Source: an optimization exercise on an open RTL-to-GDS flow (aim: a short achievable clock period). Production flows keep margins and buffers that such runs may drop.
Function was checked by simulation only, so behaviour that the tests miss may differ from the original.
Power and IR drop assume default switching activity.

==> flow/design.v (outline; a module is shown in full before it is edited, if it fits) <==
// module signExtend: 15 lines
// module SignExtendSelector: 24 lines
// module RegFile: 37 lines
// module CSRFile: 175 lines
// module ALUCPU: 27 lines
// module control_alu: 99 lines
// module control_branch: 23 lines
// module control_bypass_ex: 88 lines
// module control_main: 164 lines
// module control_stall_id: 113 lines
// module mem_read_selector: 21 lines
// module mem_write_selector: 32 lines
// module add_sx12: 9 lines
// module cpu: 764 lines
// module riscv_core: 35 lines
module riscv_core (
	input         clock,
	input         reset,
	output [31:0] PC_out,
	input  [31:0] instr_in,
	output        instr_en,
	output [31:0] data_addr,
	output        ren,
	output        wen,
	output [31:0] data_out,
	input  [31:0] data_in,
	output [3:0]  byte_select,
	input         memReady,
	input         software_interrupt,
	input         timer_interrupt,
	input         external_interrupt
);
  // ...
==> flow/flow/run.sh <==
#!/bin/bash
# Layout flow: the standard flow (standard.sh) with these changes to how the
# layout is optimised; synthesis is the standard one, run first on its own.
#  - the setup repair steps aim for a larger slack margin, so that repair_timing
#    keeps improving paths that already meet the 12.5 ns clock;
#  - memReady and instr_en, the only input-to-output path, get adjacent pins;
#  - ports are buffered with buf_4 and the delay cells are not used, so that
#    the resizer does not put slow delay buffers on the port paths.
set -euo pipefail
here=$(pwd)
bash standard.sh synth > "$here/synth.log" 2>&1
export DONT_USE_CELLS="sky130_fd_sc_hd__dlygate4sd1_1 sky130_fd_sc_hd__dlygate4sd2_1 sky130_fd_sc_hd__dlygate4sd3_1 sky130_fd_sc_hd__clkdlybuf4s15_1 sky130_fd_sc_hd__clkdlybuf4s15_2 sky130_fd_sc_hd__clkdlybuf4s18_1 sky130_fd_sc_hd__clkdlybuf4s18_2 sky130_fd_sc_hd__clkdlybuf4s25_1 sky130_fd_sc_hd__clkdlybuf4s25_2 sky130_fd_sc_hd__clkdlybuf4s50_1 sky130_fd_sc_hd__clkdlybuf4s50_2 sky130_fd_sc_hd__dlymetal6s2s_1 sky130_fd_sc_hd__dlymetal6s4s_1 sky130_fd_sc_hd__dlymetal6s6s_1"
bash standard.sh SETUP_SLACK_MARGIN=7.3 IO_CONSTRAINTS="$here/flow/io.tcl" \
  "BUFFER_PORTS_ARGS=-buffer_cell sky130_fd_sc_hd__buf_4" finish > "$here/layout.log" 2>&1
==> flow/flow/io.tcl <==
set_io_pin_constraint -group -order -pin_names {memReady instr_en}
==> flow/standard.sh <==
#!/bin/bash
# synth_recipe.tcl (not shown) runs the flow's synth.tcl, then flattens the netlist and writes it again
# the make line also repeats each setting of config.mk as NAME=value (left out here)
make -C /OpenROAD-flow-scripts/flow DESIGN_CONFIG=/design/flow/config.mk WORK_HOME=/design/flow/orfs CLKGATE_MAP_FILE= SYNTH_SCRIPT=/design/flow/synth_recipe.tcl "${@:-finish}"
==> flow/config.mk <==
export PLATFORM = sky130hd
export DESIGN_NAME = riscv_core
export DESIGN_NICKNAME = riscv_core
export VERILOG_FILES = /design/flow/design.v
export SDC_FILE = /design/flow/constraint.sdc
export NUM_CORES = 8
export LEC_CHECK = 0
export CAP_MARGIN = 20
export CORE_MARGIN = 2
export CORE_UTILIZATION = 32
export SLEW_MARGIN = 20
==> flow/constraint.sdc <==
create_clock -name core_clock -period 12.5 [get_ports {clock}]
set_input_delay 2.5000 -clock core_clock [delete_from_list [all_inputs] [get_ports {clock}]]
set_output_delay 2.5000 -clock core_clock [all_outputs]
set_load 0.01 [all_outputs]
==> run notes, run 1 <==
status -> no timing/DRC/antenna violations
P_comb -> 0.00388 W
worst setup path endpoint -> cpu1.da_q[28]
max_slew headroom -> 13.0%
Final Hold Vio Count -> 0
worst hold path stage count -> 0
# IOs -> 173
number of cells on the worst reg-to-reg path -> 18
Post-Route WL -> 729000 um
main combinational cell family by area after synthesis -> compound AO/OA/AOI/OAI gates
RR Startpoint -> cpu1.wb_a
Commonest cells post-synth -> dfrtp_1 (2093), nand2_1 (1181), mux2_2 (1032)
clk root buf -> clkbuf_16
CTS Hold Bufs -> 0
Seq cells post-synth -> 2108
Layout fillers -> 39800
logic gate share of total power -> 19.6%
average size of a mapped cell -> 9.45 um^2
cell taking the most area after synthesis -> dfrtp_1
Top pwr grp -> sequential cells
vias in the first global route -> 120000
crit-path max cell delay -> 0.69 ns
share of the synthesized area in the top cell type -> 41.0%
multi-input gates -> 9899
top post-synthesis cells by area -> dfrtp_1 (41%), mux2_2 (9.1%), a22oi_1 (6.0%), o21ai_0 (3.5%), nand2_1 (3.5%)
Pins Over Slew Limit -> 0
Tapcells -> 5265
H-tree levels -> 4
Cell variety after synth -> 102
Starting Density -> 32.1%
==> module RegFile, before the edit <==
module RegFile (input clock, reset,
				input [4:0] raA, raB, wa,
				input [31:0] raA_oh, raB_oh,	 
				input wen,
				input [31:0] wd,
				output [31:0] rdA, rdB,
				output [31:0] rdA_nb,	 
				output byA);			 
integer i;
reg [31:0] data[31:0];
always @(posedge clock or negedge reset)
begin
	if (reset == 1'b0) begin
		for (i = 0; i < 32; i = i+1)
			data[i] <= 0;
            data[2] <= 256;
    end
	else begin
		if (wen == 1'b1 && wa != 5'b0)
			data[wa] <=  wd;
	end
end
reg [31:0] rdA_rf, rdB_rf;
integer j;
always @(*) begin
	rdA_rf = 32'b0;
	rdB_rf = 32'b0;
	for (j = 0; j < 32; j = j+1) begin
		rdA_rf = rdA_rf | ({32{raA_oh[j]}} & data[j]);
		rdB_rf = rdB_rf | ({32{raB_oh[j]}} & data[j]);
	end
end
assign byA = (wen == 1'b1 && wa == raA && wa != 5'b0);
assign rdA_nb = rdA_rf;
assign rdA = byA ? wd : rdA_rf;
assign rdB = (wen == 1'b1 && wa == raB && wa != 5'b0) ? wd : rdB_rf;
endmodule
==> module cpu, before the edit <==
module cpu(	input clock,
			input reset,
			output 	[31:0] PC_out,
			input  	[31:0] instr_in,
			output 	[31:0] data_addr,
			output ren,
			output wen,
			output instr_en,
			output 	[31:0] data_out,
			input 	[31:0] data_in,
			output 	[3:0]  byte_select,
			input software_interrupt,
			input timer_interrupt,
			input external_interrupt,
			input memReady
			);
wire mr = memReady;
reg		[31:0]	IFID_instr;
reg 	[31:0]  PC_IF2;
reg		[31:0]	PC, IFID_PC, IDEX_PC;
wire	[31:0]	JumpAddress;
reg 	[31:0]  PC_new;
wire	[31:0]	instr;
reg		[31:0]	IF2_instr;
reg     [31:0]  delayed_instr;
wire			inA_is_PC;
reg		[31:0]	IDEX_signExtend;
wire	[31:0]	signExtend;
wire	[31:0]	rdA, rdB, rdA_nb;
wire			rf_byA;
reg		[31:0]	IDEX_rdA, IDEX_rdB;
reg		[2:0]	IDEX_funct3;
reg		[4:0]	IDEX_instr_rs2, IDEX_instr_rs1, IDEX_instr_rd;
reg				IDEX_RegDst, IDEX_ALUSrc, IDEX_inA_is_PC, IDEX_Jump, IDEX_JumpJALR;
reg 	[1:0] 	IDEX_reg_type;
reg				IDEX_MemRead, IDEX_MemWrite;
reg				IDEX_MemToReg, IDEX_RegWrite;
reg				IDEX_csr_imm;
reg 	[2:0]	EXMEM_funct3;
reg 	[4:0]	EXMEM_RegWriteAddr;
reg 	[31:0]	EXMEM_ALUOut;
reg 	[31:0]	EXMEM_BranchALUOut;
reg 	[1:0] 	EXMEM_reg_type;
reg				EXMEM_JumpJALR;
reg				EXMEM_MemRead, EXMEM_MemWrite, EXMEM_RegWrite, EXMEM_MemToReg;
reg		[4:0]	MEMWB_RegWriteAddr;
reg				MEMWB_RegWrite;
wire			RegDst, MemRead, MemWrite, MemToReg, ALUSrc, RegWrite, Jump, JumpJALR;
wire 	[1:0] 	reg_type;
wire			Branch;
reg				IDEX_Branch, EXMEM_Branch;
wire	[6:0]	opcode;
wire	[2:0]	funct3, ALUcntrl;
wire 	[31:0] 	csr_data;
reg 	[31:0] 	EXMEM_csr_data;
wire 	[11:0]	csr_addr;
reg 	[11:0]	IDEX_csr_addr;
reg 	[11:0]	EXMEM_csr_addr;
reg 	[11:0]	MEMWB_csr_addr;
reg 			csr_write_allowed;
reg 			IDEX_csr_write_allowed;
reg 			EXMEM_csr_write_allowed;
reg 			MEMWB_csr_write_allowed;
wire	[6:0]	funct7;
wire	[4:0]	instr_rs1, instr_rs2, instr_rd, RegWriteAddr;
wire	[31:0]	imm_i, imm_s, imm_b, imm_u, imm_j, imm_z;
reg keepDelayInstr;
wire flushPipeline;
wire int_taken, int_taken_nx;
wire [31:0] trap_vector;
wire syscall, trap_waiting;
wire trap_in_ID;
reg		[31:0]	MEMWB_wRegData;		 
reg		[31:0]	MEMWB_wbData;		 
wire	[31:0]	WB_csr_data = mr ? MEMWB_wbData : 32'b0;
reg		s2_q;		 
reg		s34_q;		 
reg		X_q;		 
reg		brtaken_q;	 
reg		Y_q;		 
wire PCSrc = EXMEM_JumpJALR | brtaken_q;
wire int_trap = int_taken;
wire stallY = ~s2_q & s34_q;
wire write_pc		= int_trap | PCSrc | (mr & ~stallY);
wire write_ifid		= mr & ~s2_q & ~s34_q;
wire write_idex		= mr;
wire write_exmem	= mr;
wire write_memwb	= mr;
wire bubble_idex	= int_trap | PCSrc | (mr & (s2_q | s34_q));
wire bubble_exmem	= int_trap | PCSrc;
wire bubble_ifid	= int_trap | PCSrc | flushPipeline | (mr & ~s2_q & ~s34_q & (Jump | trap_in_ID));
assign trap_waiting	= mr & syscall & ~s2_q & ~s34_q;
assign instr_en		= ~(X_q | (mr & Y_q));
assign PC_out = PC;
assign instr = instr_in;
assign wen = EXMEM_MemWrite;
always @(posedge clock or negedge reset)
begin
	if (reset == 1'b0)
		PC <= 32'h00000000;
	else if (write_pc == 1'b1)
		PC <= PC_new;
end
reg bubble_ifid_delayed;
always @(posedge clock or negedge reset)
begin
	if(reset == 1'b0)begin
		PC_IF2 <= 32'b0;
		bubble_ifid_delayed <= 1'b0;
		delayed_instr <= 32'b0;
		keepDelayInstr <= 1'b0;
	end
	else begin
		if(write_ifid == 1'b1)begin
			if(bubble_ifid == 1'b1)
				PC_IF2 <= 32'hffffffff;
			else
				PC_IF2 <= PC;
			bubble_ifid_delayed <= bubble_ifid;
			delayed_instr <= 0;
			keepDelayInstr <= 0;
		end
		else begin
			if(bubble_ifid == 1'b1||bubble_ifid_delayed == 1'b1)
				PC_IF2 <= 32'hffffffff;
			if(keepDelayInstr ==1'b0) begin
				keepDelayInstr <= 1;
				delayed_instr <= (PCSrc)?32'hffffffff: instr;
			end
		end
	end
end
always@(*)
begin
	if(delayed_instr == 0)
		IF2_instr = instr;
	else if(bubble_ifid_delayed == 1'b1)
		IF2_instr = 32'b0;
	else
		IF2_instr = delayed_instr;
end
always @(*) begin
	if(int_taken||trap_in_ID)
		PC_new = trap_vector;
	else if (PCSrc == 1'b0) begin
		if (Jump == 1'b0)
			PC_new = PC + ((flushPipeline == 1'b1) ? 32'd0 : 32'd4);
		else
			PC_new = JumpAddress;
	end
	else
		PC_new = EXMEM_BranchALUOut;
end
assign JumpAddress = IFID_PC + signExtend;
signExtend signExtendUnit (
	.instr(IF2_instr[31:7]),
	.imm_i(imm_i),
	.imm_s(imm_s),
	.imm_b(imm_b),
	.imm_u(imm_u),
	.imm_j(imm_j),
	.imm_z(imm_z)
);
wire [31:0] signExtend_if2;
SignExtendSelector SignExtendSelector (
	.out(signExtend_if2),
	.imm_i(imm_i),
	.imm_s(imm_s),
	.imm_b(imm_b),
	.imm_u(imm_u),
	.imm_j(imm_j),
	.imm_z(imm_z),
	.opcode(IF2_instr[6:0])
);
reg [31:0] IFID_imm;
assign signExtend = IFID_imm;
reg [31:0] IFID_rs1_oh, IFID_rs2_oh;
wire [31:0] rs1_oh_if2 = 32'b1 << IF2_instr[19:15];
wire [31:0] rs2_oh_if2 = 32'b1 << IF2_instr[24:20];
wire ifid_clear = bubble_ifid_delayed | bubble_ifid;
wire [31:0] IFID_instr_d = ifid_clear ? 32'b0 : (write_ifid ? IF2_instr : IFID_instr);
always @(posedge clock or negedge reset)
begin
	if((reset == 1'b0))
	begin
		IFID_PC			<= 32'b0;
		IFID_instr		<= 32'b0;
		IFID_imm		<= 32'b0;
		IFID_rs1_oh		<= 32'b1;
		IFID_rs2_oh		<= 32'b1;
	end
	else begin
		IFID_instr <= IFID_instr_d;
		if (ifid_clear) begin
			IFID_PC			<= 32'hffffffff;
			IFID_imm		<= 32'b0;
			IFID_rs1_oh		<= 32'b1;
			IFID_rs2_oh		<= 32'b1;
		end
		else if (write_ifid == 1'b1) begin
			IFID_PC			<= PC_IF2;
			IFID_imm		<= signExtend_if2;
			IFID_rs1_oh		<= rs1_oh_if2;
			IFID_rs2_oh		<= rs2_oh_if2;
		end
	end
end
assign opcode		= IFID_instr[6:0];
assign funct3		= IFID_instr[14:12];
assign funct7		= IFID_instr[31:25];
assign instr_rs1	= IFID_instr[19:15];
assign csr_addr		= IFID_instr[31:20];
assign instr_rs2	= IFID_instr[24:20];
assign instr_rd		= IFID_instr[11:7];
assign syscall		= (IDEX_Jump==1'b0 &
						IDEX_JumpJALR==1'b0&opcode == 7'b1110011 & funct3==0) ? 1'b1 : 1'b0;
always @(*) begin
	if(reg_type == 2'b01) begin
		if(funct3[1:0] == 2'b00)
			csr_write_allowed = 1'b0;
		else if(funct3[1:0] == 2'b01)
			csr_write_allowed = 1'b1;
		else
			csr_write_allowed = (instr_rs1 != 5'b0);
	end
	else
		csr_write_allowed = 1'b0;
end
RegFile cpu_regs (
	.clock(clock),
	.reset(reset),
	.raA(instr_rs1),
	.raB(instr_rs2),
	.raA_oh(IFID_rs1_oh),
	.raB_oh(IFID_rs2_oh),
	.wa(MEMWB_RegWriteAddr),
	.wen(MEMWB_RegWrite),
	.wd(MEMWB_wRegData),
	.rdA(rdA),
	.rdB(rdB),
	.rdA_nb(rdA_nb),
	.byA(rf_byA)
);
localparam NOPS = 13;
localparam O_ADD = 0, O_SUB = 1, O_XOR = 2, O_OR = 3, O_AND = 4, O_SLL = 5, O_SRL = 6,
           O_SRA = 7, O_SLT = 8, O_SLTU = 9, O_SUBU = 10, O_LUI = 11, O_CLEAR = 12;
wire [3:0] ALUOp_id;
wire csr_imm_id;
control_alu control_alu(
	.ALUOp(ALUOp_id),
	.ALUcntrl(ALUcntrl),
	.csr_immidiate(csr_imm_id),
	.funct3(funct3),
	.funct7(funct7)
);
reg [NOPS-1:0] op_id;
always @(*) begin
	op_id = 0;
	case (ALUOp_id)
		4'b0000:   op_id[O_ADD] = 1'b1;
		4'b1100: op_id[O_ADD] = 1'b1;
		4'b0001:   op_id[O_SUB] = 1'b1;
		4'b0010:   op_id[O_XOR] = 1'b1;
		4'b0011:    op_id[O_OR] = 1'b1;
		4'b0100:   op_id[O_AND] = 1'b1;
		4'b0101:   op_id[O_SLL] = 1'b1;
		4'b0110:   op_id[O_SRL] = 1'b1;
		4'b0111:   op_id[O_SRA] = 1'b1;
		4'b1000:   op_id[O_SLT] = 1'b1;
		4'b1001:  op_id[O_SLTU] = 1'b1;
		4'b1010:  op_id[O_SUBU] = 1'b1;
		4'b1011:   op_id[O_LUI] = 1'b1;
		4'b1110: op_id[O_CLEAR] = 1'b1;
		default: op_id = 0;
	endcase
end
reg [NOPS-1:0] IDEX_op;
always @(posedge clock or negedge reset)
begin
	if ((reset == 1'b0)) begin
		IDEX_inA_is_PC	<= 1'b0;
		IDEX_Jump		<= 1'b0;
		IDEX_JumpJALR	<= 1'b0;
		IDEX_signExtend	<= 32'b0;
		IDEX_instr_rd	<= 5'b0;
		IDEX_instr_rs1	<= 5'b0;
		IDEX_instr_rs2	<= 5'b0;
		IDEX_RegDst		<= 1'b0;
		IDEX_ALUSrc		<= 1'b0;
		IDEX_Branch		<= 1'b0;
		IDEX_MemRead	<= 1'b0;
		IDEX_MemWrite	<= 1'b0;
		IDEX_MemToReg	<= 1'b0;
		IDEX_RegWrite	<= 1'b0;
		IDEX_funct3		<= 3'b0;
		IDEX_PC			<= 32'b0;
		IDEX_rdA		<= 32'b0;
		IDEX_rdB		<= 32'b0;
		IDEX_reg_type	<= 2'b0;
		IDEX_csr_addr	<= 12'b0;
		IDEX_csr_write_allowed <= 1'b0;
		IDEX_csr_imm	<= 1'b0;
		IDEX_op			<= 1 << O_ADD;
	end
	else
	begin
		if ((bubble_idex == 1'b1)) begin
			IDEX_inA_is_PC	<= 1'b0;
			IDEX_Jump		<= 1'b0;
			IDEX_JumpJALR	<= 1'b0;
			IDEX_signExtend	<= 32'b0;
			IDEX_instr_rd	<= 5'b0;
			IDEX_instr_rs1	<= 5'b0;
			IDEX_instr_rs2	<= 5'b0;
			IDEX_RegDst		<= 1'b0;
			IDEX_ALUSrc		<= 1'b0;
			IDEX_Branch		<= 1'b0;
			IDEX_MemRead	<= 1'b0;
			IDEX_MemWrite	<= 1'b0;
			IDEX_MemToReg	<= 1'b0;
			IDEX_RegWrite	<= 1'b0;
			IDEX_funct3		<= 3'b0;
			IDEX_rdA		<= 32'b0;
			IDEX_rdB		<= 32'b0;
			IDEX_reg_type	<= 2'b0;
			IDEX_csr_addr	<= 12'b0;
			IDEX_csr_write_allowed <= 1'b0;
			IDEX_csr_imm	<= 1'b0;
			IDEX_op			<= 1 << O_ADD;
			IDEX_PC			<= 32'hffffffff;
		end
		else if (write_idex == 1'b1) begin
			IDEX_inA_is_PC	<= inA_is_PC;
			IDEX_Jump		<= Jump;
			IDEX_JumpJALR	<= JumpJALR;
			IDEX_signExtend	<= signExtend;
			IDEX_instr_rd	<= instr_rd;
			IDEX_instr_rs1	<= instr_rs1;
			IDEX_instr_rs2	<= instr_rs2;
			IDEX_RegDst		<= RegDst;
			IDEX_ALUSrc		<= ALUSrc;
			IDEX_Branch		<= Branch;
			IDEX_MemRead	<= MemRead;
			IDEX_MemWrite	<= MemWrite;
			IDEX_MemToReg	<= MemToReg;
			IDEX_RegWrite	<= RegWrite;
			IDEX_funct3		<= funct3;
			IDEX_PC			<= IFID_PC;
			IDEX_rdA		<= rdA;
			IDEX_rdB		<= rdB;
			IDEX_reg_type	<= reg_type;
			IDEX_csr_addr	<= csr_addr;
			IDEX_csr_write_allowed <= csr_write_allowed;
			IDEX_csr_imm	<= csr_imm_id;
			IDEX_op			<= op_id;
		end
	end
end
reg [31:0] newmepc;
localparam MEPC_IDLE = 1'b0;
localparam MEPC_WAITINGJUMP = 1'b1;
reg mepc_state;
always@(posedge clock or negedge reset)begin
	if(reset==1'b0)begin
		newmepc <= 32'h0;
		mepc_state <= MEPC_IDLE;
	end
	else
	begin
		case(mepc_state)
			MEPC_IDLE:begin
				if(flushPipeline)
				begin
					if(brtaken_q||Jump||EXMEM_JumpJALR)
						newmepc <= PC_new;
					else if(write_pc==1'b0&&IFID_PC!=32'hffffffff)
						newmepc <= IFID_PC;
					else if(PC_IF2!=32'hffffffff)
						newmepc <= PC_IF2;
					else
						newmepc <= PC;
					mepc_state <= MEPC_WAITINGJUMP;
				end
			end
			MEPC_WAITINGJUMP:begin
				if(brtaken_q||Jump||EXMEM_JumpJALR)
					newmepc <= PC_new;
				if(flushPipeline==1'b0)
					mepc_state <= MEPC_IDLE;
			end
		endcase
	end
end
CSRFile csrFile(
	.clock(clock),
	.reset(reset),
	.wen(MEMWB_csr_write_allowed),
	.ren(reg_type==2'b01),
	.csrAddr(csr_addr),
	.csrWAddr(MEMWB_csr_addr),
	.wd(WB_csr_data),
	.rd(csr_data),
	.write_pc(write_pc),
	.PC(PC),
	.IDEX_PC(newmepc),
	.software_interrupt(software_interrupt),
	.timer_interrupt(timer_interrupt),
	.external_interrupt(external_interrupt),
	.syscall(trap_waiting),
	.int_taken(int_taken),
	.int_taken_nx(int_taken_nx),
	.trap_in_ID(trap_in_ID),
	.flushPipeline(flushPipeline),
	.trap_vector(trap_vector)
);
control_main control_main (
	.RegDst(RegDst),
	.reg_type(reg_type),
	.Branch(Branch),
	.MemRead(MemRead),
	.MemWrite(MemWrite),
	.MemToReg(MemToReg),
	.ALUSrc(ALUSrc),
	.RegWrite(RegWrite),
	.Jump(Jump),
	.JumpJALR(JumpJALR),
	.inA_is_PC(inA_is_PC),
	.ALUcntrl(ALUcntrl),
	.opcode(opcode)
);
reg fA_ex, fA_wb;		 
reg fB_ex, fB_wb;		 
reg bA_imm, bA_ex, bA_wbc, bA_wbr, bA_rf;			 
reg aA_pc, aA_imm, aA_ex, aA_wbc, aA_wbr, aA_rf;	 
reg bB_ex, bB_wbc, bB_wbr, bB_csr, bB_rf;			 
reg aB_4, aB_imm, aB_ex, aB_wbc, aB_wbr, aB_csr, aB_rf;	 
wire [31:0] bypassOutA = ({32{bA_imm}} & {27'b0, IDEX_instr_rs1}) | ({32{bA_ex}} & EXMEM_ALUOut) |
                         ({32{bA_wbc}} & MEMWB_wbData) | ({32{bA_wbr}} & MEMWB_wRegData) |
                         ({32{bA_rf}} & IDEX_rdA);
wire [31:0] bypassOutB = ({32{bB_ex}} & EXMEM_ALUOut) | ({32{bB_wbc}} & MEMWB_wbData) |
                         ({32{bB_wbr}} & MEMWB_wRegData) | ({32{bB_csr}} & csr_data) |
                         ({32{bB_rf}} & IDEX_rdB);
wire [31:0] ALUInA = ({32{aA_pc}} & IDEX_PC) | ({32{aA_imm}} & {27'b0, IDEX_instr_rs1}) |
                     ({32{aA_ex}} & EXMEM_ALUOut) | ({32{aA_wbc}} & MEMWB_wbData) |
                     ({32{aA_wbr}} & MEMWB_wRegData) | ({32{aA_rf}} & IDEX_rdA);
wire [31:0] ALUInB = ({32{aB_4}} & 32'd4) | ({32{aB_imm}} & IDEX_signExtend) |
                     ({32{aB_ex}} & EXMEM_ALUOut) | ({32{aB_wbc}} & MEMWB_wbData) |
                     ({32{aB_wbr}} & MEMWB_wRegData) | ({32{aB_csr}} & csr_data) |
                     ({32{aB_rf}} & IDEX_rdB);
wire [31:0] BranchInA = (IDEX_JumpJALR == 1'b1) ? bypassOutA : IDEX_PC;
wire [31:0] BranchALUOut = BranchInA + IDEX_signExtend;
wire [31:0] alu_add = ALUInA + ALUInB;
wire [31:0] alu_sub = ALUInA - ALUInB;
wire [32:0] alu_usub = {1'b0, ALUInA} - {1'b0, ALUInB};
wire signed [31:0] sALUInA = ALUInA;
wire signed [31:0] sALUInB = ALUInB;
wire        alu_lt  = sALUInA < sALUInB;
wire        alu_ltu = ALUInA < ALUInB;
wire [31:0] alu_sra = sALUInA >>> ALUInB[4:0];
wire [31:0] alu_log =
	({32{IDEX_op[O_XOR]}}   & (ALUInA ^ ALUInB)) |
	({32{IDEX_op[O_OR]}}    & (ALUInA | ALUInB)) |
	({32{IDEX_op[O_AND]}}   & (ALUInA & ALUInB)) |
	({32{IDEX_op[O_LUI]}}   & {ALUInB[31:12], 12'b0});
wire        alu_clr = (ALUInA == 32'b0) & ALUInB[0];
wire [31:0] alu_sh =
	({32{IDEX_op[O_SLL]}}   & (ALUInA << ALUInB[4:0])) |
	({32{IDEX_op[O_SRL]}}   & (ALUInA >> ALUInB[4:0])) |
	({32{IDEX_op[O_SRA]}}   & alu_sra);
wire        alu_ltx = (IDEX_op[O_SLT] & alu_lt) | (IDEX_op[O_SLTU] & alu_ltu) | (IDEX_op[O_CLEAR] & alu_clr);
wire        op_log = IDEX_op[O_XOR] | IDEX_op[O_OR] | IDEX_op[O_AND] | IDEX_op[O_LUI];
wire        op_sh  = IDEX_op[O_SLL] | IDEX_op[O_SRL] | IDEX_op[O_SRA];
wire        op_lt  = IDEX_op[O_SLT] | IDEX_op[O_SLTU] | IDEX_op[O_CLEAR];
wire [31:0] ALUOut =
	({32{IDEX_op[O_ADD]}}   & alu_add) |
	({32{IDEX_op[O_SUB]}}   & alu_sub) |
	alu_log | alu_sh | {31'b0, alu_ltx} |
	({32{IDEX_op[O_SUBU]}}  & alu_usub[32:1]);
reg brcond;
always @(*) begin
	case (IDEX_funct3)
		3'b000:	brcond = (ALUInA == ALUInB);
		3'b001:	brcond = (ALUInA != ALUInB);
		3'b100:	brcond = alu_sub[31];
		3'b101:	brcond = ~alu_sub[31];
		3'b110:	brcond = alu_usub[32];
		3'b111:	brcond = ~alu_usub[32];
		default:		brcond = 1'b0;
	endcase
end
assign RegWriteAddr = (IDEX_RegDst==1'b0) ? IDEX_instr_rs2 : IDEX_instr_rd;
always @(posedge clock or negedge reset)
begin
	if ((reset == 1'b0)) begin
		EXMEM_ALUOut		<= 32'b0;
		EXMEM_JumpJALR 		<= 1'b0;
		EXMEM_BranchALUOut	<= 32'b0;
		EXMEM_RegWriteAddr	<= 5'b0;
		EXMEM_Branch		<= 1'b0;
		EXMEM_MemRead		<= 1'b0;
		EXMEM_MemWrite		<= 1'b0;
		EXMEM_MemToReg		<= 1'b0;
		EXMEM_RegWrite		<= 1'b0;
		EXMEM_funct3		<= 3'b0;
		EXMEM_csr_data		<= 32'b0;
		EXMEM_reg_type		<= 2'b00;
		EXMEM_csr_addr		<= 12'b0;
		EXMEM_csr_write_allowed <= 1'b0;
		brtaken_q			<= 1'b0;
	end
	else
	begin
		if ((bubble_exmem == 1'b1)) begin
			EXMEM_ALUOut		<= 32'b0;
			EXMEM_JumpJALR 		<= 1'b0;
			EXMEM_BranchALUOut	<= 32'b0;
			EXMEM_RegWriteAddr	<= 5'b0;
			EXMEM_Branch		<= 1'b0;
			EXMEM_MemRead		<= 1'b0;
			EXMEM_MemWrite		<= 1'b0;
			EXMEM_MemToReg		<= 1'b0;
			EXMEM_RegWrite		<= 1'b0;
			EXMEM_funct3		<= 3'b0;
			EXMEM_csr_data		<= 32'b0;
			EXMEM_reg_type		<= 2'b00;
			EXMEM_csr_addr		<= 12'b0;
			EXMEM_csr_write_allowed <= 1'b0;
			brtaken_q			<= 1'b0;
		end
		else if (write_exmem == 1'b1) begin
			EXMEM_ALUOut		<= ALUOut;
			EXMEM_JumpJALR		<= IDEX_JumpJALR;
			EXMEM_BranchALUOut	<= BranchALUOut;
			EXMEM_RegWriteAddr	<= RegWriteAddr;
			EXMEM_Branch		<= IDEX_Branch;
			EXMEM_MemRead		<= IDEX_MemRead;
			EXMEM_MemWrite		<= IDEX_MemWrite;
			EXMEM_MemToReg		<= IDEX_MemToReg;
			EXMEM_RegWrite		<= IDEX_RegWrite;
			EXMEM_funct3		<= IDEX_funct3;
			EXMEM_csr_data		<= csr_data;
			EXMEM_reg_type		<= IDEX_reg_type;
			EXMEM_csr_addr		<= IDEX_csr_addr;
			EXMEM_csr_write_allowed <= IDEX_csr_write_allowed;
			brtaken_q			<= IDEX_Branch & brcond;
		end
	end
end
wire [31:0] staddr;
add_sx12 add_staddr(.base(bypassOutA), .imm(IDEX_signExtend), .sum(staddr));
wire [3:0]  bsel_ex;
wire [31:0] wdata_ex;
mem_write_selector mem_write_selector(
	.mem_select(IDEX_funct3),
	.ALUin(bypassOutB),
	.offset(staddr[1:0]),
	.byte_select_vector(bsel_ex),
	.out(wdata_ex)
);
reg [3:0]  bsel_q;
reg [31:0] wdata_q;
always @(posedge clock or negedge reset)
begin
	if (reset == 1'b0) begin
		bsel_q  <= 4'b0;
		wdata_q <= 32'b0;
	end
	else if (mr == 1'b1) begin
		bsel_q  <= bsel_ex;
		wdata_q <= wdata_ex;
	end
end
assign byte_select = bsel_q;
assign data_out = wdata_q;
reg [3:0] mf_b0;		 
reg       mf_b1lo, mf_b1hi, mf_b1sg;	 
reg       mf_hw, mf_hsg;	 
reg [3:0] mf_sg;		 
reg       wb_m, wb_a, wb_c;	 
wire ld_lb  = (IDEX_funct3 == 3'b000);
wire ld_lh  = (IDEX_funct3 == 3'b001);
wire ld_lbu = (IDEX_funct3 == 3'b100);
wire ld_lhu = (IDEX_funct3 == 3'b101);
wire ld_w   = ~(ld_lb | ld_lh | ld_lbu | ld_lhu);
wire [1:0] ld_off = da_q[1:0];
always @(posedge clock or negedge reset)
begin
	if (reset == 1'b0) begin
		mf_b0 <= 4'b0; mf_b1lo <= 1'b0; mf_b1hi <= 1'b0; mf_b1sg <= 1'b0;
		mf_hw <= 1'b0; mf_hsg <= 1'b0; mf_sg <= 4'b0;
		wb_m <= 1'b0; wb_a <= 1'b1; wb_c <= 1'b0;
	end
	else if (bubble_exmem == 1'b1) begin
		mf_b0 <= 4'b0; mf_b1lo <= 1'b0; mf_b1hi <= 1'b0; mf_b1sg <= 1'b0;
		mf_hw <= 1'b0; mf_hsg <= 1'b0; mf_sg <= 4'b0;
		wb_m <= 1'b0; wb_a <= 1'b1; wb_c <= 1'b0;
	end
	else if (write_exmem == 1'b1) begin
		mf_b0[0] <= ld_w | ((ld_lb | ld_lbu) & (ld_off == 2'd0)) | ((ld_lh | ld_lhu) & ~ld_off[1]);
		mf_b0[1] <= (ld_lb | ld_lbu) & (ld_off == 2'd1);
		mf_b0[2] <= ((ld_lb | ld_lbu) & (ld_off == 2'd2)) | ((ld_lh | ld_lhu) & ld_off[1]);
		mf_b0[3] <= (ld_lb | ld_lbu) & (ld_off == 2'd3);
		mf_b1lo  <= ld_w | ((ld_lh | ld_lhu) & ~ld_off[1]);
		mf_b1hi  <= (ld_lh | ld_lhu) & ld_off[1];
		mf_b1sg  <= ld_lb;
		mf_hw    <= ld_w;
		mf_hsg   <= ld_lb | ld_lh;
		mf_sg[0] <= ld_lb & (ld_off == 2'd0);
		mf_sg[1] <= (ld_lb & (ld_off == 2'd1)) | (ld_lh & ~ld_off[1]);
		mf_sg[2] <= ld_lb & (ld_off == 2'd2);
		mf_sg[3] <= (ld_lb & (ld_off == 2'd3)) | (ld_lh & ld_off[1]);
		wb_m <= (IDEX_reg_type == 2'b00) & IDEX_MemToReg;
		wb_a <= (IDEX_reg_type == 2'b00) & ~IDEX_MemToReg;
		wb_c <= (IDEX_reg_type != 2'b00);
	end
end
wire ld_sgn = (mf_sg[0] & data_in[7]) | (mf_sg[1] & data_in[15]) | (mf_sg[2] & data_in[23]) | (mf_sg[3] & data_in[31]);
wire [31:0] MemOut_mem;
assign MemOut_mem[7:0] = ({8{mf_b0[0]}} & data_in[7:0]) | ({8{mf_b0[1]}} & data_in[15:8]) |
                         ({8{mf_b0[2]}} & data_in[23:16]) | ({8{mf_b0[3]}} & data_in[31:24]);
assign MemOut_mem[15:8] = ({8{mf_b1lo}} & data_in[15:8]) | ({8{mf_b1hi}} & data_in[31:24]) | {8{mf_b1sg & ld_sgn}};
assign MemOut_mem[31:16] = ({16{mf_hw}} & data_in[31:16]) | {16{mf_hsg & ld_sgn}};
wire [31:0] wbData_nx = (EXMEM_MemToReg == 1'b0) ? EXMEM_ALUOut : MemOut_mem;
wire [31:0] wRegData_nx = ({32{wb_m}} & MemOut_mem) | ({32{wb_a}} & EXMEM_ALUOut) | ({32{wb_c}} & EXMEM_csr_data);
always @(posedge clock or negedge reset)
begin
	if (reset == 1'b0) begin
		MEMWB_RegWriteAddr	<= 5'b0;
		MEMWB_RegWrite		<= 1'b0;
		MEMWB_csr_addr		<= 12'b0;
		MEMWB_csr_write_allowed <= 1'b0;
		MEMWB_wRegData		<= 32'b0;
		MEMWB_wbData		<= 32'b0;
	end
	else if (write_memwb == 1'b1) begin
		MEMWB_RegWriteAddr	<= EXMEM_RegWriteAddr;
		MEMWB_RegWrite		<= EXMEM_RegWrite;
		MEMWB_csr_addr		<= EXMEM_csr_addr;
		MEMWB_csr_write_allowed <= EXMEM_csr_write_allowed;
		MEMWB_wRegData		<= wRegData_nx;
		MEMWB_wbData		<= wbData_nx;
	end
end
wire [4:0]  IDEX_rs1_d   = bubble_idex ? 5'b0 : (write_idex ? instr_rs1 : IDEX_instr_rs1);
wire [4:0]  IDEX_rs2_d   = bubble_idex ? 5'b0 : (write_idex ? instr_rs2 : IDEX_instr_rs2);
wire [4:0]  IDEX_rd_d    = bubble_idex ? 5'b0 : (write_idex ? instr_rd : IDEX_instr_rd);
wire [11:0] IDEX_csra_d  = bubble_idex ? 12'b0 : (write_idex ? csr_addr : IDEX_csr_addr);
wire [1:0]  IDEX_rt_d    = bubble_idex ? 2'b0 : (write_idex ? reg_type : IDEX_reg_type);
wire        IDEX_MemRead_d  = bubble_idex ? 1'b0 : (write_idex ? MemRead : IDEX_MemRead);
wire        IDEX_MemWrite_d = bubble_idex ? 1'b0 : (write_idex ? MemWrite : IDEX_MemWrite);
wire        IDEX_Branch_d   = bubble_idex ? 1'b0 : (write_idex ? Branch : IDEX_Branch);
wire        IDEX_Jump_d     = bubble_idex ? 1'b0 : (write_idex ? Jump : IDEX_Jump);
wire        IDEX_JumpJALR_d = bubble_idex ? 1'b0 : (write_idex ? JumpJALR : IDEX_JumpJALR);
wire [4:0]  EXMEM_rd_d   = bubble_exmem ? 5'b0 : (write_exmem ? RegWriteAddr : EXMEM_RegWriteAddr);
wire        EXMEM_rw_d   = bubble_exmem ? 1'b0 : (write_exmem ? IDEX_RegWrite : EXMEM_RegWrite);
wire [11:0] EXMEM_csra_d = bubble_exmem ? 12'b0 : (write_exmem ? IDEX_csr_addr : EXMEM_csr_addr);
wire        EXMEM_Branch_d = bubble_exmem ? 1'b0 : (write_exmem ? IDEX_Branch : EXMEM_Branch);
wire        EXMEM_JumpJALR_d = bubble_exmem ? 1'b0 : (write_exmem ? IDEX_JumpJALR : EXMEM_JumpJALR);
wire        brtaken_d    = bubble_exmem ? 1'b0 : (write_exmem ? (IDEX_Branch & brcond) : brtaken_q);
wire [4:0]  MEMWB_rd_d   = write_memwb ? EXMEM_RegWriteAddr : MEMWB_RegWriteAddr;
wire        MEMWB_rw_d   = write_memwb ? EXMEM_RegWrite : MEMWB_RegWrite;
wire [11:0] MEMWB_csra_d = write_memwb ? EXMEM_csr_addr : MEMWB_csr_addr;
wire fA_ex_d = EXMEM_rw_d & (EXMEM_rd_d != 5'b0) & (EXMEM_rd_d == IDEX_rs1_d);
wire fA_wb_d = ~fA_ex_d & MEMWB_rw_d & (MEMWB_rd_d != 5'b0) & (MEMWB_rd_d == IDEX_rs1_d);
wire fB_ex_d = (IDEX_rt_d == 2'b00) ? (EXMEM_rw_d & (EXMEM_rd_d == IDEX_rs2_d)) :
               (IDEX_rt_d == 2'b01) ? (EXMEM_rw_d & (EXMEM_rd_d != 5'b0) & (EXMEM_csra_d == IDEX_csra_d)) : 1'b0;
wire fB_wb_d = ~fB_ex_d & ((IDEX_rt_d == 2'b00) ? (MEMWB_rw_d & (MEMWB_rd_d == IDEX_rs2_d)) :
               (IDEX_rt_d == 2'b01) ? (MEMWB_rw_d & (MEMWB_rd_d != 5'b0) & (MEMWB_csra_d == IDEX_csra_d)) : 1'b0);
wire csrimm_d = bubble_idex ? 1'b0 : (write_idex ? csr_imm_id : IDEX_csr_imm);
wire inApc_d  = bubble_idex ? 1'b0 : (write_idex ? inA_is_PC : IDEX_inA_is_PC);
wire alusrc_d = bubble_idex ? 1'b0 : (write_idex ? ALUSrc : IDEX_ALUSrc);
wire jmp_d    = IDEX_Jump_d | IDEX_JumpJALR_d;
wire rt01_d   = (IDEX_rt_d == 2'b01);
wire bA_imm_d = csrimm_d;
wire bA_ex_d  = ~csrimm_d & fA_ex_d;
wire bA_wbc_d = ~csrimm_d & fA_wb_d & rt01_d;
wire bA_wbr_d = ~csrimm_d & fA_wb_d & ~rt01_d;
wire bA_rf_d  = ~csrimm_d & ~fA_ex_d & ~fA_wb_d;
wire bB_ex_d  = fB_ex_d;
wire bB_wbc_d = fB_wb_d & rt01_d;
wire bB_wbr_d = fB_wb_d & ~rt01_d;
wire bB_csr_d = ~fB_ex_d & ~fB_wb_d & rt01_d;
wire bB_rf_d  = ~fB_ex_d & ~fB_wb_d & ~rt01_d;
wire bBsel_d  = ~jmp_d & ~alusrc_d;
wire [31:0] ifid_nx = IFID_instr_d;
wire        sys_nx  = ~IDEX_Jump_d & ~IDEX_JumpJALR_d & (ifid_nx[6:0] == 7'b1110011) & (ifid_nx[14:12] == 3'b000);
wire        s2_d    = (IDEX_Branch_d | EXMEM_Branch_d) & sys_nx;
wire        s34_d   = ((ifid_nx[6:0] == 7'b0000011) & IDEX_MemWrite_d) |
                      (IDEX_MemRead_d & ((IDEX_rd_d == ifid_nx[19:15]) | (IDEX_rd_d == ifid_nx[24:20])));
wire        X_d     = ~int_taken_nx & (EXMEM_JumpJALR_d | brtaken_d);
wire ldf_ex = IDEX_RegWrite & (RegWriteAddr != 5'b0) & (RegWriteAddr == instr_rs1);
wire ldf_wb = EXMEM_RegWrite & (EXMEM_RegWriteAddr != 5'b0) & (EXMEM_RegWriteAddr == instr_rs1);
wire [31:0] ld_csa_s  = ALUInA ^ ALUInB ^ signExtend;
wire [31:0] ld_csa_c  = (ALUInA & ALUInB) | (ALUInA & signExtend) | (ALUInB & signExtend);
wire [31:0] ld_csu_s  = ALUInA ^ ~ALUInB ^ signExtend;
wire [31:0] ld_csu_c  = (ALUInA & ~ALUInB) | (ALUInA & signExtend) | (~ALUInB & signExtend);
wire [31:0] ld_add    = ld_csa_s + {ld_csa_c[30:0], 1'b0};
wire [31:0] ld_sub    = ld_csu_s + {ld_csu_c[30:0], 1'b1};
wire [31:0] ld_log, ld_sh;
add_sx12 add_ld_log(.base(alu_log), .imm(signExtend), .sum(ld_log));
add_sx12 add_ld_sh(.base(alu_sh), .imm(signExtend), .sum(ld_sh));
wire [31:0] imm_p1    = signExtend + 32'd1;
wire [31:0] ld_lt     = alu_ltx ? imm_p1 : signExtend;
wire [31:0] ld_wbm, ld_wbr, ld_rfw, ld_rfr;
add_sx12 add_ld_wbm(.base(MemOut_mem), .imm(signExtend), .sum(ld_wbm));
add_sx12 add_ld_wbr(.base(({32{wb_a}} & EXMEM_ALUOut) | ({32{wb_c}} & EXMEM_csr_data)), .imm(signExtend), .sum(ld_wbr));
add_sx12 add_ld_rfw(.base(MEMWB_wRegData), .imm(signExtend), .sum(ld_rfw));
add_sx12 add_ld_rfr(.base(rdA_nb), .imm(signExtend), .sum(ld_rfr));
wire        ld_enter  = MemRead & ~(int_trap | PCSrc | s2_q | s34_q);
wire        ldsel_x   = ld_enter & ldf_ex;
wire        ldsel_w   = ld_enter & ~ldf_ex & ldf_wb;
wire        ldsel_r   = ld_enter & ~ldf_ex & ~ldf_wb;
wire [31:0] da_d =
	({32{ldsel_x & IDEX_op[O_ADD]}} & ld_add) | ({32{ldsel_x & IDEX_op[O_SUB]}} & ld_sub) |
	({32{ldsel_x & op_log}} & ld_log) | ({32{ldsel_x & op_sh}} & ld_sh) | ({32{ldsel_x & op_lt}} & ld_lt) |
	({32{ldsel_w & wb_m}} & ld_wbm) | ({32{ldsel_w & ~wb_m}} & ld_wbr) |
	({32{ldsel_r & rf_byA}} & ld_rfw) | ({32{ldsel_r & ~rf_byA}} & ld_rfr) |
	({32{~ld_enter}} & staddr);
reg [31:0] da_q;
reg        ren_q;
always @(posedge clock or negedge reset)
begin
	if (reset == 1'b0) begin
		fA_ex <= 1'b0;
		fA_wb <= 1'b0;
		fB_ex <= 1'b0;
		fB_wb <= 1'b0;
		bA_imm <= 1'b0; bA_ex <= 1'b0; bA_wbc <= 1'b0; bA_wbr <= 1'b0; bA_rf <= 1'b1;
		aA_pc <= 1'b0; aA_imm <= 1'b0; aA_ex <= 1'b0; aA_wbc <= 1'b0; aA_wbr <= 1'b0; aA_rf <= 1'b1;
		bB_ex <= 1'b0; bB_wbc <= 1'b0; bB_wbr <= 1'b0; bB_csr <= 1'b0; bB_rf <= 1'b1;
		aB_4 <= 1'b0; aB_imm <= 1'b0; aB_ex <= 1'b0; aB_wbc <= 1'b0; aB_wbr <= 1'b0; aB_csr <= 1'b0; aB_rf <= 1'b1;
		s2_q  <= 1'b0;
		s34_q <= 1'b0;
		X_q   <= 1'b0;
		Y_q   <= 1'b0;
		ren_q <= 1'b0;
		da_q  <= 32'b0;
	end
	else begin
		fA_ex <= fA_ex_d;
		fA_wb <= fA_wb_d;
		fB_ex <= fB_ex_d;
		fB_wb <= fB_wb_d;
		bA_imm <= bA_imm_d; bA_ex <= bA_ex_d; bA_wbc <= bA_wbc_d; bA_wbr <= bA_wbr_d; bA_rf <= bA_rf_d;
		aA_pc  <= inApc_d;
		aA_imm <= ~inApc_d & bA_imm_d; aA_ex <= ~inApc_d & bA_ex_d; aA_wbc <= ~inApc_d & bA_wbc_d;
		aA_wbr <= ~inApc_d & bA_wbr_d; aA_rf <= ~inApc_d & bA_rf_d;
		bB_ex <= bB_ex_d; bB_wbc <= bB_wbc_d; bB_wbr <= bB_wbr_d; bB_csr <= bB_csr_d; bB_rf <= bB_rf_d;
		aB_4   <= jmp_d;
		aB_imm <= ~jmp_d & alusrc_d;
		aB_ex <= bBsel_d & bB_ex_d; aB_wbc <= bBsel_d & bB_wbc_d; aB_wbr <= bBsel_d & bB_wbr_d;
		aB_csr <= bBsel_d & bB_csr_d; aB_rf <= bBsel_d & bB_rf_d;
		s2_q  <= s2_d;
		s34_q <= s34_d;
		X_q   <= X_d;
		Y_q   <= ~s2_d & s34_d;
		ren_q <= IDEX_MemRead_d & ~brtaken_d;
		if (mr == 1'b1)
			da_q <= da_d;
	end
end
assign ren = ren_q;
assign data_addr = da_q;
endmodule
==> inputs of run 2 (changes only) <==
--- a/flow/design.v
+++ b/flow/design.v
@@ -40,6 +40,8 @@
 module RegFile (input clock, reset,
 				input [4:0] raA, raB, wa,
 				input [31:0] raA_oh, raB_oh,	 
+				input [31:0] raC_oh,			 
+				output [31:0] rdC,
 				input wen,
 				input [31:0] wd,
 				output [31:0] rdA, rdB,
@@ -59,18 +61,21 @@
 			data[wa] <=  wd;
 	end
 end
-reg [31:0] rdA_rf, rdB_rf;
+reg [31:0] rdA_rf, rdB_rf, rdC_rf;
 integer j;
 always @(*) begin
 	rdA_rf = 32'b0;
 	rdB_rf = 32'b0;
+	rdC_rf = 32'b0;
 	for (j = 0; j < 32; j = j+1) begin
 		rdA_rf = rdA_rf | ({32{raA_oh[j]}} & data[j]);
 		rdB_rf = rdB_rf | ({32{raB_oh[j]}} & data[j]);
+		rdC_rf = rdC_rf | ({32{raC_oh[j]}} & data[j]);
 	end
 end
 assign byA = (wen == 1'b1 && wa == raA && wa != 5'b0);
 assign rdA_nb = rdA_rf;
+assign rdC = rdC_rf;
 assign rdA = byA ? wd : rdA_rf;
 assign rdB = (wen == 1'b1 && wa == raB && wa != 5'b0) ? wd : rdB_rf;
 endmodule
@@ -1002,6 +1007,11 @@
 reg [31:0] IFID_imm;
 assign signExtend = IFID_imm;
 reg [31:0] IFID_rs1_oh, IFID_rs2_oh;
+reg [31:0] IFID_rs1val;
+wire [31:0] rs1v_rf_if2;
+wire rf_wr_if2 = MEMWB_RegWrite & (MEMWB_RegWriteAddr != 5'b0) & (MEMWB_RegWriteAddr == IF2_instr[19:15]);
+wire [31:0] rs1v_if2 = rf_wr_if2 ? MEMWB_wRegData : rs1v_rf_if2;
+wire [31:0] rdA_f = rf_byA ? MEMWB_wRegData : IFID_rs1val;	 
 wire [31:0] rs1_oh_if2 = 32'b1 << IF2_instr[19:15];
 wire [31:0] rs2_oh_if2 = 32'b1 << IF2_instr[24:20];
 wire ifid_clear = bubble_ifid_delayed | bubble_ifid;
@@ -1013,23 +1023,28 @@
 		IFID_PC			<= 32'b0;
 		IFID_instr		<= 32'b0;
 		IFID_imm		<= 32'b0;
-		IFID_rs1_oh		<= 32'b1;
-		IFID_rs2_oh		<= 32'b1;
+		IFID_rs1_oh		<= 32'b0;
+		IFID_rs2_oh		<= 32'b0;
+		IFID_rs1val		<= 32'b0;
 	end
 	else begin
 		IFID_instr <= IFID_instr_d;
 		if (ifid_clear) begin
 			IFID_PC			<= 32'hffffffff;
 			IFID_imm		<= 32'b0;
-			IFID_rs1_oh		<= 32'b1;
-			IFID_rs2_oh		<= 32'b1;
+			IFID_rs1_oh		<= 32'b0;
+			IFID_rs2_oh		<= 32'b0;
+			IFID_rs1val		<= 32'b0;
 		end
 		else if (write_ifid == 1'b1) begin
 			IFID_PC			<= PC_IF2;
 			IFID_imm		<= signExtend_if2;
 			IFID_rs1_oh		<= rs1_oh_if2;
 			IFID_rs2_oh		<= rs2_oh_if2;
+			IFID_rs1val		<= rs1v_if2;
 		end
+		else if (rf_byA)
+			IFID_rs1val		<= MEMWB_wRegData;
 	end
 end
 assign opcode		= IFID_instr[6:0];
@@ -1060,6 +1075,8 @@
 	.raB(instr_rs2),
 	.raA_oh(IFID_rs1_oh),
 	.raB_oh(IFID_rs2_oh),
+	.raC_oh(rs1_oh_if2),
+	.rdC(rs1v_rf_if2),
 	.wa(MEMWB_RegWriteAddr),
 	.wen(MEMWB_RegWrite),
 	.wd(MEMWB_wRegData),
@@ -1128,6 +1145,9 @@
 		IDEX_csr_write_allowed <= 1'b0;
 		IDEX_csr_imm	<= 1'b0;
 		IDEX_op			<= 1 << O_ADD;
+		IDEX_opA		<= 32'b0;
+		IDEX_opA2		<= 32'b0;
+		IDEX_opB		<= 32'b0;
 	end
 	else
 	begin
@@ -1154,6 +1174,9 @@
 			IDEX_csr_write_allowed <= 1'b0;
 			IDEX_csr_imm	<= 1'b0;
 			IDEX_op			<= 1 << O_ADD;
+			IDEX_opA		<= 32'b0;
+			IDEX_opA2		<= 32'b0;
+			IDEX_opB		<= 32'b0;
 			IDEX_PC			<= 32'hffffffff;
 		end
 		else if (write_idex == 1'b1) begin
@@ -1173,13 +1196,16 @@
 			IDEX_RegWrite	<= RegWrite;
 			IDEX_funct3		<= funct3;
 			IDEX_PC			<= IFID_PC;
-			IDEX_rdA		<= rdA;
+			IDEX_rdA		<= rdA_f;
 			IDEX_rdB		<= rdB;
 			IDEX_reg_type	<= reg_type;
 			IDEX_csr_addr	<= csr_addr;
 			IDEX_csr_write_allowed <= csr_write_allowed;
 			IDEX_csr_imm	<= csr_imm_id;
 			IDEX_op			<= op_id;
+			IDEX_opA		<= inA_is_PC ? IFID_PC : csr_imm_id ? {27'b0, instr_rs1} : rdA_f;
+			IDEX_opA2		<= csr_imm_id ? {27'b0, instr_rs1} : rdA_f;
+			IDEX_opB		<= (Jump | JumpJALR) ? 32'd4 : ALUSrc ? signExtend : rdB;
 		end
 	end
 end
@@ -1257,23 +1283,20 @@
 );
 reg fA_ex, fA_wb;		 
 reg fB_ex, fB_wb;		 
-reg bA_imm, bA_ex, bA_wbc, bA_wbr, bA_rf;			 
-reg aA_pc, aA_imm, aA_ex, aA_wbc, aA_wbr, aA_rf;	 
-reg bB_ex, bB_wbc, bB_wbr, bB_csr, bB_rf;			 
-reg aB_4, aB_imm, aB_ex, aB_wbc, aB_wbr, aB_csr, aB_rf;	 
-wire [31:0] bypassOutA = ({32{bA_imm}} & {27'b0, IDEX_instr_rs1}) | ({32{bA_ex}} & EXMEM_ALUOut) |
-                         ({32{bA_wbc}} & MEMWB_wbData) | ({32{bA_wbr}} & MEMWB_wRegData) |
-                         ({32{bA_rf}} & IDEX_rdA);
-wire [31:0] bypassOutB = ({32{bB_ex}} & EXMEM_ALUOut) | ({32{bB_wbc}} & MEMWB_wbData) |
-                         ({32{bB_wbr}} & MEMWB_wRegData) | ({32{bB_csr}} & csr_data) |
-                         ({32{bB_rf}} & IDEX_rdB);
-wire [31:0] ALUInA = ({32{aA_pc}} & IDEX_PC) | ({32{aA_imm}} & {27'b0, IDEX_instr_rs1}) |
-                     ({32{aA_ex}} & EXMEM_ALUOut) | ({32{aA_wbc}} & MEMWB_wbData) |
-                     ({32{aA_wbr}} & MEMWB_wRegData) | ({32{aA_rf}} & IDEX_rdA);
-wire [31:0] ALUInB = ({32{aB_4}} & 32'd4) | ({32{aB_imm}} & IDEX_signExtend) |
-                     ({32{aB_ex}} & EXMEM_ALUOut) | ({32{aB_wbc}} & MEMWB_wbData) |
-                     ({32{aB_wbr}} & MEMWB_wRegData) | ({32{aB_csr}} & csr_data) |
-                     ({32{aB_rf}} & IDEX_rdB);
+reg bA_op, bA_ex, bA_wb;				 
+reg aA_op, aA_ex, aA_wb;				 
+reg bB_rf, bB_ex, bB_wb, bB_csr;		 
+reg aB_op, aB_ex, aB_wb, aB_csr;		 
+reg [31:0] IDEX_opA;	 
+reg [31:0] IDEX_opA2;	 
+reg [31:0] IDEX_opB;	 
+reg [31:0] wbX;			 
+wire [31:0] bypassOutA = ({32{bA_op}} & IDEX_opA2) | ({32{bA_ex}} & EXMEM_ALUOut) | ({32{bA_wb}} & wbX);
+wire [31:0] bypassOutB = ({32{bB_rf}} & IDEX_rdB) | ({32{bB_ex}} & EXMEM_ALUOut) | ({32{bB_wb}} & wbX) |
+                         ({32{bB_csr}} & csr_data);
+wire [31:0] ALUInA = ({32{aA_op}} & IDEX_opA) | ({32{aA_ex}} & EXMEM_ALUOut) | ({32{aA_wb}} & wbX);
+wire [31:0] ALUInB = ({32{aB_op}} & IDEX_opB) | ({32{aB_ex}} & EXMEM_ALUOut) | ({32{aB_wb}} & wbX) |
+                     ({32{aB_csr}} & csr_data);
 wire [31:0] BranchInA = (IDEX_JumpJALR == 1'b1) ? bypassOutA : IDEX_PC;
 wire [31:0] BranchALUOut = BranchInA + IDEX_signExtend;
 wire [31:0] alu_add = ALUInA + ALUInB;
@@ -1498,14 +1521,11 @@
 wire alusrc_d = bubble_idex ? 1'b0 : (write_idex ? ALUSrc : IDEX_ALUSrc);
 wire jmp_d    = IDEX_Jump_d | IDEX_JumpJALR_d;
 wire rt01_d   = (IDEX_rt_d == 2'b01);
-wire bA_imm_d = csrimm_d;
+wire bA_op_d  = csrimm_d | (~fA_ex_d & ~fA_wb_d);
 wire bA_ex_d  = ~csrimm_d & fA_ex_d;
-wire bA_wbc_d = ~csrimm_d & fA_wb_d & rt01_d;
-wire bA_wbr_d = ~csrimm_d & fA_wb_d & ~rt01_d;
-wire bA_rf_d  = ~csrimm_d & ~fA_ex_d & ~fA_wb_d;
+wire bA_wb_d  = ~csrimm_d & fA_wb_d;
 wire bB_ex_d  = fB_ex_d;
-wire bB_wbc_d = fB_wb_d & rt01_d;
-wire bB_wbr_d = fB_wb_d & ~rt01_d;
+wire bB_wb_d  = fB_wb_d;
 wire bB_csr_d = ~fB_ex_d & ~fB_wb_d & rt01_d;
 wire bB_rf_d  = ~fB_ex_d & ~fB_wb_d & ~rt01_d;
 wire bBsel_d  = ~jmp_d & ~alusrc_d;
@@ -1532,19 +1552,22 @@
 add_sx12 add_ld_wbm(.base(MemOut_mem), .imm(signExtend), .sum(ld_wbm));
 add_sx12 add_ld_wbr(.base(({32{wb_a}} & EXMEM_ALUOut) | ({32{wb_c}} & EXMEM_csr_data)), .imm(signExtend), .sum(ld_wbr));
 add_sx12 add_ld_rfw(.base(MEMWB_wRegData), .imm(signExtend), .sum(ld_rfw));
-add_sx12 add_ld_rfr(.base(rdA_nb), .imm(signExtend), .sum(ld_rfr));
+add_sx12 add_ld_rfr(.base(IFID_rs1val), .imm(signExtend), .sum(ld_rfr));
 wire        ld_enter  = MemRead & ~(int_trap | PCSrc | s2_q | s34_q);
 wire        ldsel_x   = ld_enter & ldf_ex;
 wire        ldsel_w   = ld_enter & ~ldf_ex & ldf_wb;
 wire        ldsel_r   = ld_enter & ~ldf_ex & ~ldf_wb;
-wire [31:0] da_d =
-	({32{ldsel_x & IDEX_op[O_ADD]}} & ld_add) | ({32{ldsel_x & IDEX_op[O_SUB]}} & ld_sub) |
-	({32{ldsel_x & op_log}} & ld_log) | ({32{ldsel_x & op_sh}} & ld_sh) | ({32{ldsel_x & op_lt}} & ld_lt) |
+wire [31:0] da_add_d = {32{ldsel_x & IDEX_op[O_ADD]}} & ld_add;
+wire [31:0] da_sub_d = {32{ldsel_x & IDEX_op[O_SUB]}} & ld_sub;
+wire [31:0] da_log_d = {32{ldsel_x & op_log}} & ld_log;
+wire [31:0] da_sh_d  = {32{ldsel_x & op_sh}} & ld_sh;
+wire [31:0] da_oth_d =
+	({32{ldsel_x & op_lt}} & ld_lt) |
 	({32{ldsel_w & wb_m}} & ld_wbm) | ({32{ldsel_w & ~wb_m}} & ld_wbr) |
 	({32{ldsel_r & rf_byA}} & ld_rfw) | ({32{ldsel_r & ~rf_byA}} & ld_rfr) |
 	({32{~ld_enter}} & staddr);
-reg [31:0] da_q;
-reg        ren_q;
+reg [31:0] da_add_q, da_sub_q, da_log_q, da_sh_q, da_oth_q;
+wire [31:0] da_q = da_add_q | da_sub_q | da_log_q | da_sh_q | da_oth_q;
 always @(posedge clock or negedge reset)
 begin
 	if (reset == 1'b0) begin
@@ -1552,41 +1575,46 @@
 		fA_wb <= 1'b0;
 		fB_ex <= 1'b0;
 		fB_wb <= 1'b0;
-		bA_imm <= 1'b0; bA_ex <= 1'b0; bA_wbc <= 1'b0; bA_wbr <= 1'b0; bA_rf <= 1'b1;
-		aA_pc <= 1'b0; aA_imm <= 1'b0; aA_ex <= 1'b0; aA_wbc <= 1'b0; aA_wbr <= 1'b0; aA_rf <= 1'b1;
-		bB_ex <= 1'b0; bB_wbc <= 1'b0; bB_wbr <= 1'b0; bB_csr <= 1'b0; bB_rf <= 1'b1;
-		aB_4 <= 1'b0; aB_imm <= 1'b0; aB_ex <= 1'b0; aB_wbc <= 1'b0; aB_wbr <= 1'b0; aB_csr <= 1'b0; aB_rf <= 1'b1;
+		bA_op <= 1'b0; bA_ex <= 1'b0; bA_wb <= 1'b0;
+		aA_op <= 1'b0; aA_ex <= 1'b0; aA_wb <= 1'b0;
+		bB_rf <= 1'b0; bB_ex <= 1'b0; bB_wb <= 1'b0; bB_csr <= 1'b0;
+		aB_op <= 1'b0; aB_ex <= 1'b0; aB_wb <= 1'b0; aB_csr <= 1'b0;
+		wbX <= 32'b0;
 		s2_q  <= 1'b0;
 		s34_q <= 1'b0;
 		X_q   <= 1'b0;
 		Y_q   <= 1'b0;
-		ren_q <= 1'b0;
-		da_q  <= 32'b0;
+		da_add_q <= 32'b0;
+		da_sub_q <= 32'b0;
+		da_log_q <= 32'b0;
+		da_sh_q  <= 32'b0;
+		da_oth_q <= 32'b0;
 	end
 	else begin
 		fA_ex <= fA_ex_d;
 		fA_wb <= fA_wb_d;
 		fB_ex <= fB_ex_d;
 		fB_wb <= fB_wb_d;
-		bA_imm <= bA_imm_d; bA_ex <= bA_ex_d; bA_wbc <= bA_wbc_d; bA_wbr <= bA_wbr_d; bA_rf <= bA_rf_d;
-		aA_pc  <= inApc_d;
-		aA_imm <= ~inApc_d & bA_imm_d; aA_ex <= ~inApc_d & bA_ex_d; aA_wbc <= ~inApc_d & bA_wbc_d;
-		aA_wbr <= ~inApc_d & bA_wbr_d; aA_rf <= ~inApc_d & bA_rf_d;
-		bB_ex <= bB_ex_d; bB_wbc <= bB_wbc_d; bB_wbr <= bB_wbr_d; bB_csr <= bB_csr_d; bB_rf <= bB_rf_d;
-		aB_4   <= jmp_d;
-		aB_imm <= ~jmp_d & alusrc_d;
-		aB_ex <= bBsel_d & bB_ex_d; aB_wbc <= bBsel_d & bB_wbc_d; aB_wbr <= bBsel_d & bB_wbr_d;
-		aB_csr <= bBsel_d & bB_csr_d; aB_rf <= bBsel_d & bB_rf_d;
+		bA_op <= bA_op_d; bA_ex <= bA_ex_d; bA_wb <= bA_wb_d;
+		aA_op <= inApc_d | bA_op_d; aA_ex <= ~inApc_d & bA_ex_d; aA_wb <= ~inApc_d & bA_wb_d;
+		bB_rf <= bB_rf_d; bB_ex <= bB_ex_d; bB_wb <= bB_wb_d; bB_csr <= bB_csr_d;
+		aB_op <= ~bBsel_d | bB_rf_d; aB_ex <= bBsel_d & bB_ex_d; aB_wb <= bBsel_d & bB_wb_d;
+		aB_csr <= bBsel_d & bB_csr_d;
+		wbX <= rt01_d ? (write_memwb ? wbData_nx : MEMWB_wbData) : (write_memwb ? wRegData_nx : MEMWB_wRegData);
 		s2_q  <= s2_d;
 		s34_q <= s34_d;
 		X_q   <= X_d;
 		Y_q   <= ~s2_d & s34_d;
-		ren_q <= IDEX_MemRead_d & ~brtaken_d;
-		if (mr == 1'b1)
-			da_q <= da_d;
+		if (mr == 1'b1) begin
+			da_add_q <= da_add_d;
+			da_sub_q <= da_sub_d;
+			da_log_q <= da_log_d;
+			da_sh_q  <= da_sh_d;
+			da_oth_q <= da_oth_d;
+		end
 	end
 end
-assign ren = ren_q;
+assign ren = IDEX_MemRead & ~brtaken_q;
 assign data_addr = da_q;
 endmodule
 module riscv_core (
==> run 2 against run 1 <==
Die area increased by 6.0%. Fmax increased by 1.2%. Worst hold slack about the same. Critical path depth increased by 4. First-iteration DRC count increased by 0.57%. Largest power group unchanged.
==> run notes, run 2 <==
share of the synthesized area in the top cell type -> 42.7% (was 41.0%)
chip height -> 655 um (was 636 um)
CP startpoint kind -> flop (unchanged)
Post-Route Utilization -> 37.6% (was 38.3%)
setup_tns -> 0 ns (unchanged)
WL per Instance -> 36.9 um (was 37.9 um)
number of remaining DRC errors -> 0 (unchanged)
Sinks on Clock Net -> 2324 (was 2108)
post-synthesis sequential area ratio -> 42.9% (was 41.3%)
RePlAce Congestion -> 1.10 (was 1.08)
internal cell power -> 0.0156 W (was 0.0129 W)
Port Buffers -> 172 (unchanged)
sw power -> 0.0106 W (was 0.00689 W)
CP Capture Type -> flop (unchanged)
Starting Density -> 32.1% (about the same)
ratio of cells with drive above 1 in the final layout -> 20.9% (was 23.4%)
CP max stage cell -> a222oi_1 (was dfstp_4)
cell taking the most area after synthesis -> dfrtp_1 (unchanged)
clk root buf -> clkbuf_16 (unchanged)
crit-path max cell delay -> 0.49 ns (was 0.69 ns)
max-cap viol count -> 0 (unchanged)
Layout Nets -> 14700 (was 14200)
ys async rst share -> 100% (unchanged)
Post-synth EDFFs -> 0 (unchanged)
logic gate share of total power -> 29.6% (was 19.6%)
# IOs -> 173 (unchanged)
Setup Viol. Count Final -> 0 (unchanged)
Hold Slack -> 0.404 ns (about the same)
CTS Hold Bufs -> 0 (unchanged)
worst hold endpoint -> cpu1.cpu_regs.data[0][16] (was cpu1.cpu_regs.data[0][15])
Commonest cells post-synth -> dfrtp_1 (2315), nand2_1 (1224), nor2_1 (1134) (was dfrtp_1 (2093), nand2_1 (1181), mux2_2 (1032))
Post-Route WL -> 744000 um (was 729000 um)
Worst Skew -> 0.0778 ns (was 0.0883 ns)
Post-synth top flop -> dfrtp_1 (unchanged)
R2R Setup Slk -> 6.59 ns (was 6.52 ns)
die width -> 655 um (was 636 um)
Final Hold Vio Count -> 0 (unchanged)
Pins Over Slew Limit -> 0 (unchanged)
Crit Path Category -> reg -> reg (unchanged)
Die Area -> 429000 um^2 (was 404000 um^2)
worst hold path stage count -> 0 (unchanged)
yosys synthesis warning count -> 8 (unchanged)
vias per cell -> 6.61 (was 6.67)
status -> no timing/DRC/antenna violations (unchanged)
top post-synthesis cells by area -> dfrtp_1 (43%), mux2_2 (8.3%), a22oi_1 (3.7%), o21ai_0 (3.4%), nand2_1 (3.4%) (was dfrtp_1 (41%), mux2_2 (9.1%), a22oi_1 (6.0%), o21ai_0 (3.5%), nand2_1 (3.5%))
Layout fillers -> 42500 (was 39800)
vias in the first global route -> 125000 (was 120000)
max FFs per register -> 1024 (unchanged)
max_slew headroom -> 10.2% (was 13.0%)
pin count of the biggest net entering global routing -> 181 (was 169)
Cell variety after synth -> 97 (was 102)
leakage power -> 69.5 nW (was 66.0 nW)
number of cells on the worst reg-to-reg path -> 22 (was 18)
most frequent cell after synthesis -> dfrtp_1 (unchanged)
Reg power frac -> 37.4% (was 41.3%)
GRT Total Usage -> 33.4% (was 34.6%)
initial antenna violation count -> 65 (was 43)
post-route ant nets -> 0 (unchanged)
CP Max Fanout -> 8 (was 23)
Post-Syn Nets -> 14600 (was 14000)
H-tree levels -> 5 (was 4)
Switching Fraction -> 40.5% (was 34.8%)
Seq cells post-synth -> 2324 (was 2108)
HP Class -> reg -> reg (unchanged)
average size of a mapped cell -> 9.56 um^2 (was 9.45 um^2)
Mapped Area -> 136000 um^2 (was 128000 um^2)
RR Startpoint -> cpu1.aA_ex (was cpu1.wb_a)
minimum clock period -> 5.91 ns (was 5.98 ns)
clock slew at reported path FFs -> 0.06 ns (about the same)
gr ovfl total -> 0 (unchanged)
dpl hpwl -> 492000 um (was 485000 um)
## run 2: changes by cell type after synthesis, sizes merged, moves of 49 or more
cell / change
a22oi: -364
dfrtp: +222
nor2: +164
a22o: +157
a21oi: +111
a222oi: +111
clkbuf: +101
mux2i: -90
o2bb2ai: +69
nor3: +49
## run 2: through the flow
step	power, W	cells	instance area, um^2	setup slack [ns]
floorplan	0.0130	14200	136000	6.21
global placement	0.0167	19400	144000	5.53
detailed placement	0.0167	19400	145000	5.64
CTS	0.0256	20000	157000	6.86
global route	0.0267	20100	159000	6.62
finish	0.0262	20200	159000	6.59
## run 2: worst max-delay path by stage
stage / startpoint / end
after detailed placement: cpu1.aB_wb / cpu1.da_sh_q[30]
after CTS: cpu1.aA_ex / cpu1.da_sh_q[30]
final: cpu1.aA_ex / cpu1.da_sh_q[30]
after global routing: cpu1.aA_ex / cpu1.da_sh_q[30]
after floorplan: memReady / instr_en
after global placement: cpu1.aB_wb / cpu1.da_sh_q[29]
## run 2: cell type report
type	instances	area, um^2	share of cell area, %
repair buffers	936	8210	5.17
diodes	51	128	0.0803
inverters	418	1600	1.01
clock inverters	110	1410	0.888
multi-input cells	10300	74300	46.7
flip-flops and latches	2324	58200	36.7
well taps	5663	7090	4.46
clock buffers	384	7940	5.00
## run 2: repair_timing
| action | in CTS | in global routing |
|---|---|---|
| gates cloned | 25 | 1 |
| setup buffers | 160 | 72 |
| setup endpoints to repair | 269 | 108 |
| pin swaps | 97 | 143 |
| resized for setup | 325 | 188 |
## run 2: critical path: cells and delay by family (launching register included)
kind	cells	cell delay, ns
compound gates	13	3.23
xor+xnor	1	0.16
fa+ha+maj	1	0.29
buf+inv	3	0.61
flops	1	0.47
simple gates	4	1.01
## run 2: kinds of logic after synthesis
family                     Yosys count  share of synthesized area, %
and+or+nand+nor                   3720                          12.5
adders and majority gates          399                          4.10
xor gates and xnor gates           473                          3.06
DFF                               2324                          42.9
muxes                             1228                          10.3
buffers and inverters             1574                          4.40
AOI/OAI and AO/OA                 4462                          22.8
## run 2: layer usage
metal	vias up	wire [um]	track usage [%]
met5	-	489	0.464
met4	40	78400	27.9
met3	3495	104000	13.4
met2	10700	301000	47.4
met1	66100	260000	39.4
li1	53000	-	-
## run 2: power by group through the flow
stage	Clock (W)	Sequential [W]	Combinational (W)
after floorplan	0	0.00891	0.00405
after global placement	0	0.00977	0.00691
after detailed placement	0	0.00977	0.00695
after CTS	0.00865	0.00965	0.00726
after global routing	0.00895	0.00975	0.00800
final	0.00865	0.00979	0.00777

-- separate check: timing with driven ports --
In the flow no input, the clock included, has a driving cell. The finished layouts below were timed again as built, in two steps. Step 1: set_driving_cell puts a clkbuf_16 on clock and a buf_2 on each other input, an assumption about the parent block. Step 2 adds t to the input delays and takes it off the output delays; t is the mean of the earliest and latest rising clock arrival at the registers after step 1. Input paths then give back, and output paths get back, about the clock's delay inside the block. Three values: ideal ports, drivers, drivers and shift; two values: the first two.
run	shift t [ns]	setup slack, ns	worst hold slack (ns)	worst setup path after step 2	worst slew at a driven data input, ns
run 1	1.079	6.519 / 6.481 / 5.401	0.404 / 0.404 / 0.404	input to register	0.31
run 2	1.085	6.592 / 6.592 / 6.163	0.404 / 0.404 / 0.404	input to register	0.36
After both steps every run listed still meets setup and hold. For run 1, which loses most, drivers alone change the setup slack by -0.038 ns; drivers and shift together by -1.118 ns.
